Background: an optimization exercise with open tools, aiming at small area, a short achievable clock period and few clock cycles per item. Do not read the settings as production practice.
RTL that was checked went through simulation tests only; none was proved equivalent to the original.
Power figures rest on the tool's default switching activity, not on a simulated workload.

==> flow/design.v <==
module non_rest #(parameter n=16, s=16) (output wire [s-1:0] QUOTIENT, REMAINDER, output wire done,
    input wire [n-1:0] x, y, input wire clk, reset, start);
    reg [15:0] Q, R, M;    
    reg [3:0]  cnt;        
    reg        fin;
    assign QUOTIENT  = Q;
    assign REMAINDER = R;
    assign done      = fin;
    wire        busy = |cnt;
    wire [16:0] T    = {R, Q[15]};
    wire [17:0] D    = {1'b0, T} - {2'b0, M};
    wire        qb   = ~D[17];
    wire y_le1 = ~|y[15:1];
    wire q0    = y_le1 & (~y[0] | x[15]);
    wire r0    = x[15] & ~(y_le1 & y[0]);
    wire c8 = |y[15:8];
    wire c4 = |y[15:4];
    always @(posedge clk, posedge reset)
        if (reset) begin
            cnt <= 4'd0; fin <= 1'b0;
        end else if (start) begin
            if (c8) begin cnt <= 4'd8; fin <= 1'b0; end
            else if (c4) begin cnt <= 4'd12; fin <= 1'b0; end
            else begin cnt <= 4'd15; fin <= 1'b0; end
        end else if (busy) begin
            cnt <= cnt - 4'd1;
            if (cnt == 4'd1) fin <= 1'b1;
        end
    always @(posedge clk)
        if (start) begin
            if (c8) begin R <= {8'd0, x[15:8]}; Q <= {x[7:0], 8'd0}; end
            else if (c4) begin R <= {12'd0, x[15:12]}; Q <= {x[11:0], 4'd0}; end
            else begin R <= {15'd0, r0}; Q <= {x[14:0], q0}; end
        end else if (busy) begin
            R <= qb ? D[15:0] : T[15:0];
            Q <= {Q[14:0], qb};
        end
    always @(posedge clk)
        if (!busy) M <= y;
endmodule
==> flow/config.mk <==
export PLATFORM = sky130hd
export DESIGN_NAME = non_rest
export DESIGN_NICKNAME = non_rest
export VERILOG_FILES = /design/flow/design.v
export SDC_FILE = /design/flow/constraint.sdc
export NUM_CORES = 4
export LEC_CHECK = 0
export CAP_MARGIN = 20
export CORE_MARGIN = 2
export CORE_UTILIZATION = 40
export SETUP_SLACK_MARGIN = 3.5
export SLEW_MARGIN = 20
==> flow/constraint.sdc <==
create_clock -name core_clock -period 6.0 [get_ports {clk}]
set_input_delay 1.2000 -clock core_clock [delete_from_list [all_inputs] [get_ports {clk}]]
set_output_delay 1.2000 -clock core_clock [all_outputs]
set_load 0.01 [all_outputs]
standard.sh (not shown) runs the stock make flow with config.mk's settings and CLKGATE_MAP_FILE= SYNTH_SCRIPT=/design/flow/synth_recipe.tcl, a recipe that flattens the netlist after the stock synthesis.
==> flow/flow/run.sh <==
#!/bin/bash
# Standard layout, with the port buffers made from buf_1 cells instead of the
# default choice; the resizer still upsizes any of them that timing needs.
set -euo pipefail
bash standard.sh "BUFFER_PORTS_ARGS=-buffer_cell sky130_fd_sc_hd__buf_1" finish > orfs_make.log 2>&1
The first run completed without violations.
Testbench counts at the start, summed over its fixed seeds: cycles 19,649, divisions 1,600.
Rerun with:
==> flow/design.v (replaced) <==
module non_rest #(parameter n=16, s=16) (output wire [s-1:0] QUOTIENT, REMAINDER, output wire done,
    input wire [n-1:0] x, y, input wire clk, reset, start);
    reg [15:0] Q, R, M;
    reg [3:0]  cnt;
    reg        fin;
    assign QUOTIENT  = Q;
    assign REMAINDER = R;
    assign done      = fin;
    wire        busy = |cnt;
    wire [16:0] T    = {R, Q[15]};
    wire [17:0] D    = {1'b0, T} - {2'b0, M};
    wire        qb   = ~D[17];
    wire y_le1 = ~|y[15:1];
    wire q0    = y_le1 & (~y[0] | x[15]);
    wire r0    = x[15] & ~(y_le1 & y[0]);
    always @(posedge clk, posedge reset)
        if (reset) begin
            cnt <= 4'd0; fin <= 1'b0;
        end else if (start) begin
            cnt <= 4'd15; fin <= 1'b0;
        end else if (busy) begin
            cnt <= cnt - 4'd1;
            if (cnt == 4'd1) fin <= 1'b1;
        end
    always @(posedge clk)
        if (start) begin
            M <= y;
            R <= {15'd0, r0};
            Q <= {x[14:0], q0};
        end else if (busy) begin
            R <= qb ? D[15:0] : T[15:0];
            Q <= {Q[14:0], qb};
        end
endmodule
After rerunning: Setup slack is better by 78 ps. Register-to-register slack is better by 80 ps. Sequential power falls by 28%. Total power falls by 45%. Synthesized cell count rises by 2.8%. Final cell count falls by 1.9%. First-iteration DRC count falls by 17%. Hold slack is worse by 39 ps. Clock-buffer cell count is unchanged. Global-route usage falls by 0.13 points. Critical path depth falls by 2. Flip-flop and latch count stays the same. Design area falls by 8.3%. Wire length falls by 11%.
For the second run of this note, only the layout was checked, not whether the RTL still works.

Setup of job 101:
Another version of the RTL of non_rest (not shown whole).
For scale: ~68 I/O pins, ~0.0068 mm² of cells after synthesis.
==> module non_rest, before the edit <==
module non_rest #(parameter n=16, s=16) (output wire [s-1:0] QUOTIENT, REMAINDER, output wire done,
    input wire [n-1:0] x, y, input wire clk, reset, start);
    reg [15:0] Q, R, M;    
    reg [17:0] M3;         
    reg [2:0]  cnt;        
    reg        fin;
    assign QUOTIENT  = Q;
    assign REMAINDER = R;
    assign done      = fin;
    wire busy = |cnt;
    wire [17:0] U  = {R, Q[15:14]};
    wire [18:0] D1 = {1'b0, U} - {3'd0, M};
    wire [18:0] D2 = {1'b0, U} - {2'd0, M, 1'b0};
    wire [18:0] D3 = {1'b0, U} - {1'b0, M3};
    wire ge1 = ~D1[18], ge2 = ~D2[18], ge3 = ~D3[18];
    wire [1:0]  qd = ge3 ? 2'd3 : ge2 ? 2'd2 : ge1 ? 2'd1 : 2'd0;
    wire [15:0] rn = ge3 ? D3[15:0] : ge2 ? D2[15:0] : ge1 ? D1[15:0] : U[15:0];
    wire       ysm = ~|y[15:2];
    wire [2:0] t1  = {2'd0, x[15]};
    wire       a1  = ysm & (t1 >= {1'b0, y[1:0]});
    wire [1:0] r1  = a1 ? t1[1:0] - y[1:0] : t1[1:0];
    wire [2:0] t2  = {r1, x[14]};
    wire       a2  = ysm & (t2 >= {1'b0, y[1:0]});
    wire [1:0] r2  = a2 ? t2[1:0] - y[1:0] : t2[1:0];
    wire c12 = |y[15:12];
    wire c8  = |y[15:8];
    wire c4  = |y[15:4];
    always @(posedge clk, posedge reset)
        if (reset) begin
            cnt <= 3'd0; fin <= 1'b0;
        end else if (start) begin
            cnt <= c12 ? 3'd2 : c8 ? 3'd4 : c4 ? 3'd6 : 3'd7;
            fin <= 1'b0;
        end else if (busy) begin
            cnt <= cnt - 3'd1;
            if (cnt == 3'd1) fin <= 1'b1;
        end
    always @(posedge clk)
        if (start) begin
            M  <= y;
            M3 <= {2'd0, y} + {1'b0, y, 1'b0};
            if (c12)     begin R <= {4'd0, x[15:4]};   Q <= {x[3:0], 12'd0};  end
            else if (c8) begin R <= {8'd0, x[15:8]};   Q <= {x[7:0], 8'd0};   end
            else if (c4) begin R <= {12'd0, x[15:12]}; Q <= {x[11:0], 4'd0};  end
            else         begin R <= {14'd0, r2};       Q <= {x[13:0], a1, a2}; end
        end else if (busy) begin
            R <= rn;
            Q <= {Q[13:0], qd};
        end
endmodule
clock: 6.0 ns
lec_check: 0
cap_margin: 20
core_margin: 2
core_utilization: 40
setup_slack_margin: 3.0
slew_margin: 20
Scripts as last shown in full above: flow/flow/run.sh
Setup changes, job 101 to job 102
==> flow/design.v <==
module non_rest #(parameter n=16, s=16) (output wire [s-1:0] QUOTIENT, REMAINDER, output wire done,
    input wire [n-1:0] x, y, input wire clk, reset, start);
    reg [15:0] Q, R, M;    
    reg [3:0]  cnt;        
    reg        fin;
    assign QUOTIENT  = Q;
    assign REMAINDER = R;
    assign done      = fin;
    wire        busy = |cnt;
    wire [16:0] T    = {R, Q[15]};
    wire [17:0] D    = {1'b0, T} - {2'b0, M};
    wire        qb   = ~D[17];
    wire y_le1 = ~|y[15:1];
    wire q0    = y_le1 & (~y[0] | x[15]);
    wire r0    = x[15] & ~(y_le1 & y[0]);
    wire c8 = |y[15:8];
    wire c4 = |y[15:4];
    always @(posedge clk, posedge reset)
        if (reset) begin
            cnt <= 4'd0; fin <= 1'b0;
        end else if (start) begin
            if (c8) begin cnt <= 4'd8; fin <= 1'b0; end
            else if (c4) begin cnt <= 4'd12; fin <= 1'b0; end
            else begin cnt <= 4'd15; fin <= 1'b0; end
        end else if (busy) begin
            cnt <= cnt - 4'd1;
            if (cnt == 4'd1) fin <= 1'b1;
        end
    always @(posedge clk)
        if (start) begin
            M <= y;
            if (c8) begin R <= {8'd0, x[15:8]}; Q <= {x[7:0], 8'd0}; end
            else if (c4) begin R <= {12'd0, x[15:12]}; Q <= {x[11:0], 4'd0}; end
            else begin R <= {15'd0, r0}; Q <= {x[14:0], q0}; end
        end else if (busy) begin
            R <= qb ? D[15:0] : T[15:0];
            Q <= {Q[14:0], qb};
        end
endmodule
==> summary.txt <==
Relative to job 101, count of unique library cells instantiated by Yosys decreased by about 40% in job 102.
On total power consumption of the routed design, the higher figure sits with job 101, not job 102.
Between job 102 and job 101, worst path arrival time is higher for job 101, job 102 comes in under that.
The share of post-route cells with drive strength above 1 number comes out lower for job 102 vs job 101.
For the non-clock buffer instance count of the final layout, job 102 came in 42% lower than job 101 did.
Compared with job 101, in job 102 count of instances resized after the clock tree is built decreased 74; slack of the critical path now sits higher; delay of the slowest cell on the worst path saw an increase; synthesized area divided by synthesized cell count up about 14%; power share of the clock group rose by 1.2 points.
Going from job 101 to job 102, sequential cell area share grows by 17 points.
Job 101 has a higher worst slack on hold paths than job 102.
Testbench counts of job 102, summed over its fixed seeds: cycles 19,649, divisions 1,600.
Only the layout flow was run in job 101; the RTL was not checked for function there.

RTL: one of the versions met above, not the one the previous note started from.
Size in the first run: roughly 68 I/O pins, roughly 0.0033 sq mm of cells after synthesis.
==> module non_rest, before the edit <==
module non_rest #(parameter n=16, s=16) (output wire [s-1:0] QUOTIENT, REMAINDER, output wire done,
    input wire [n-1:0] x, y, input wire clk, reset, start);
    reg [15:0] Q, R, M;
    reg [3:0]  cnt;
    reg        fin;
    assign QUOTIENT  = Q;
    assign REMAINDER = R;
    assign done      = fin;
    wire        busy = |cnt;
    wire [16:0] T    = {R, Q[15]};
    wire [17:0] D    = {1'b0, T} - {2'b0, M};
    wire        qb   = ~D[17];
    wire y_le1 = ~|y[15:1];
    wire q0    = y_le1 & (~y[0] | x[15]);
    wire r0    = x[15] & ~(y_le1 & y[0]);
    always @(posedge clk, posedge reset)
        if (reset) begin
            cnt <= 4'd0; fin <= 1'b0;
        end else if (start) begin
            cnt <= 4'd15; fin <= 1'b0;
        end else if (busy) begin
            cnt <= cnt - 4'd1;
            if (cnt == 4'd1) fin <= 1'b1;
        end
    always @(posedge clk)
        if (start) begin
            M <= y;
            R <= {15'd0, r0};
            Q <= {x[14:0], q0};
        end else if (busy) begin
            R <= qb ? D[15:0] : T[15:0];
            Q <= {Q[14:0], qb};
        end
endmodule
==> flow/config.mk <==
export PLATFORM = sky130hd
export DESIGN_NAME = non_rest
export DESIGN_NICKNAME = non_rest
export VERILOG_FILES = /design/flow/design.v
export SDC_FILE = /design/flow/constraint.sdc
export NUM_CORES = 4
export LEC_CHECK = 0
export CAP_MARGIN = 20
export CORE_MARGIN = 2
export CORE_UTILIZATION = 40
export SETUP_SLACK_MARGIN = 3.5
export SLEW_MARGIN = 20
==> flow/constraint.sdc <==
create_clock -name core_clock -period 6.0 [get_ports {clk}]
set_input_delay 1.2000 -clock core_clock [delete_from_list [all_inputs] [get_ports {clk}]]
set_output_delay 1.2000 -clock core_clock [all_outputs]
set_load 0.01 [all_outputs]
run.sh (not shown) runs the stock make flow with config.mk's settings and CLKGATE_MAP_FILE= SYNTH_SCRIPT=/design/flow/synth_recipe.tcl, a recipe that flattens the netlist after the stock synthesis.
Stock flow here: none of the scripts above is used.
The baseline finished clean.
==> next run, changes <==
==> flow/design.v (replaced) <==
module non_rest #(parameter n=16, s=16) (output wire [s-1:0] QUOTIENT, REMAINDER, output wire done,
    input wire [n-1:0] x, y, input wire clk, reset, start);
    localparam K  = 2;
    localparam LD = 2;
    localparam S1 = 8;     
    localparam S2 = 4;     
    reg [15:0] Q, R, M;    
    reg [3:0]  cnt;        
    reg        fin;
    assign QUOTIENT  = Q;
    assign REMAINDER = R;
    assign done      = fin;
    wire busy = |cnt;
    reg [15:0] sr, sq;
    reg [16:0] st;
    reg [17:0] sd;
    integer j;
    always @* begin
        sr = R; sq = Q;
        for (j = 0; j < K; j = j + 1) begin
            st = {sr, sq[15]};
            sd = {1'b0, st} - {2'b0, M};
            sr = sd[17] ? st[15:0] : sd[15:0];
            sq = {sq[14:0], ~sd[17]};
        end
    end
    wire            ysmall = ~|y[15:LD];
    reg  [LD-1:0]   lr, lq;
    reg  [LD:0]     lt;
    integer i;
    always @* begin
        lr = 0; lq = 0;
        for (i = LD-1; i >= 0; i = i - 1) begin
            lt = {lr, x[16-LD+i]};
            lq[i] = ysmall && (lt >= {1'b0, y[LD-1:0]});
            lr = lq[i] ? lt - {1'b0, y[LD-1:0]} : lt;
        end
    end
    wire u1 = (S1 > 0) && (y >= (17'd1 << S1));
    wire u2 = (S2 > 0) && !u1 && (y >= (17'd1 << S2));
    wire [31:0] xs1 = {16'd0, x} << S1;
    wire [31:0] xs2 = {16'd0, x} << S2;
    always @(posedge clk, posedge reset)
        if (reset) begin
            cnt <= 4'd0; fin <= 1'b0;
        end else if (start) begin
            cnt <= u1 ? (16 - S1) / K : u2 ? (16 - S2) / K : (16 - LD) / K;
            fin <= 1'b0;
        end else if (busy) begin
            cnt <= cnt - 4'd1;
            if (cnt == 4'd1) fin <= 1'b1;
        end
    always @(posedge clk)
        if (start) begin
            M <= y;
            if (u1)      begin R <= xs1[31:16]; Q <= xs1[15:0]; end
            else if (u2) begin R <= xs2[31:16]; Q <= xs2[15:0]; end
            else         begin R <= {{(16-LD){1'b0}}, lr}; Q <= {x[15-LD:0], lq}; end
        end else if (busy) begin
            R <= sr;
            Q <= sq;
        end
endmodule
=> Clock power rose by about 6%. Setup slack is worse by 2100 ps. Power is higher to 3.3 times its value. Clock-buffer cell count drops by 1. Sequential share of layout area went down by 8.8 points. Synthesized cell count went up by about 40%. First-iteration DRC count climbs by about 15%.
No functional check of the RTL was part of any run of this note.

-- port drivers added, routing unchanged --
The flow's constraints put no driver on any port. The routed layouts listed below were extracted and timed again, unchanged, in two steps. Step 1 (the two cells are an assumption about what drives the block):
set clk [get_ports {clk}]
set_driving_cell -lib_cell sky130_fd_sc_hd__clkbuf_16 $clk
set_driving_cell -lib_cell sky130_fd_sc_hd__buf_2 [delete_from_list [all_inputs] $clk]
Step 2 adds t to the input delays and takes it off the output delays; t is the mean of the earliest and latest rising clock arrival at the registers after step 1. Input paths then give back, and output paths get back, about the clock's delay inside the block. a / b / c = no drivers / after step 1 / after step 2; a / b = the first two.
| run | shift t [ns] | slack for setup (ns) | worst hold slack (ns) | worst data-port slew with drivers (ns) |
|---|---|---|---|---|
| the first run of note 1 | 0.343 | 3.557 / 3.557 / 3.283 | 0.548 / 0.548 / 0.548 | 0.03 |
| the second run of note 1 | 0.337 | 3.635 / 3.635 / 3.354 | 0.509 / 0.509 / 0.509 | 0.03 |
| job 101 | 0.366 | 2.236 / 2.221 / 1.854 | 0.537 / 0.537 / 0.537 | 0.08 |
| job 102 | 0.340 | 3.275 / 3.285 / 2.946 | 0.527 / 0.527 / 0.527 | 0.03 |
| the first run of note 3 | 0.341 | 3.481 / 3.489 / 3.148 | 0.508 / 0.508 / 0.508 | 0.04 |
| the second run of note 3 | 0.346 | 1.334 / 1.334 / 1.334 | 0.543 / 0.543 / 0.543 | 0.04 |
After both steps every run listed still meets setup and hold. The setup slack of job 101, which loses most, moves by -0.015 ns with the drivers and by -0.382 ns with both steps.
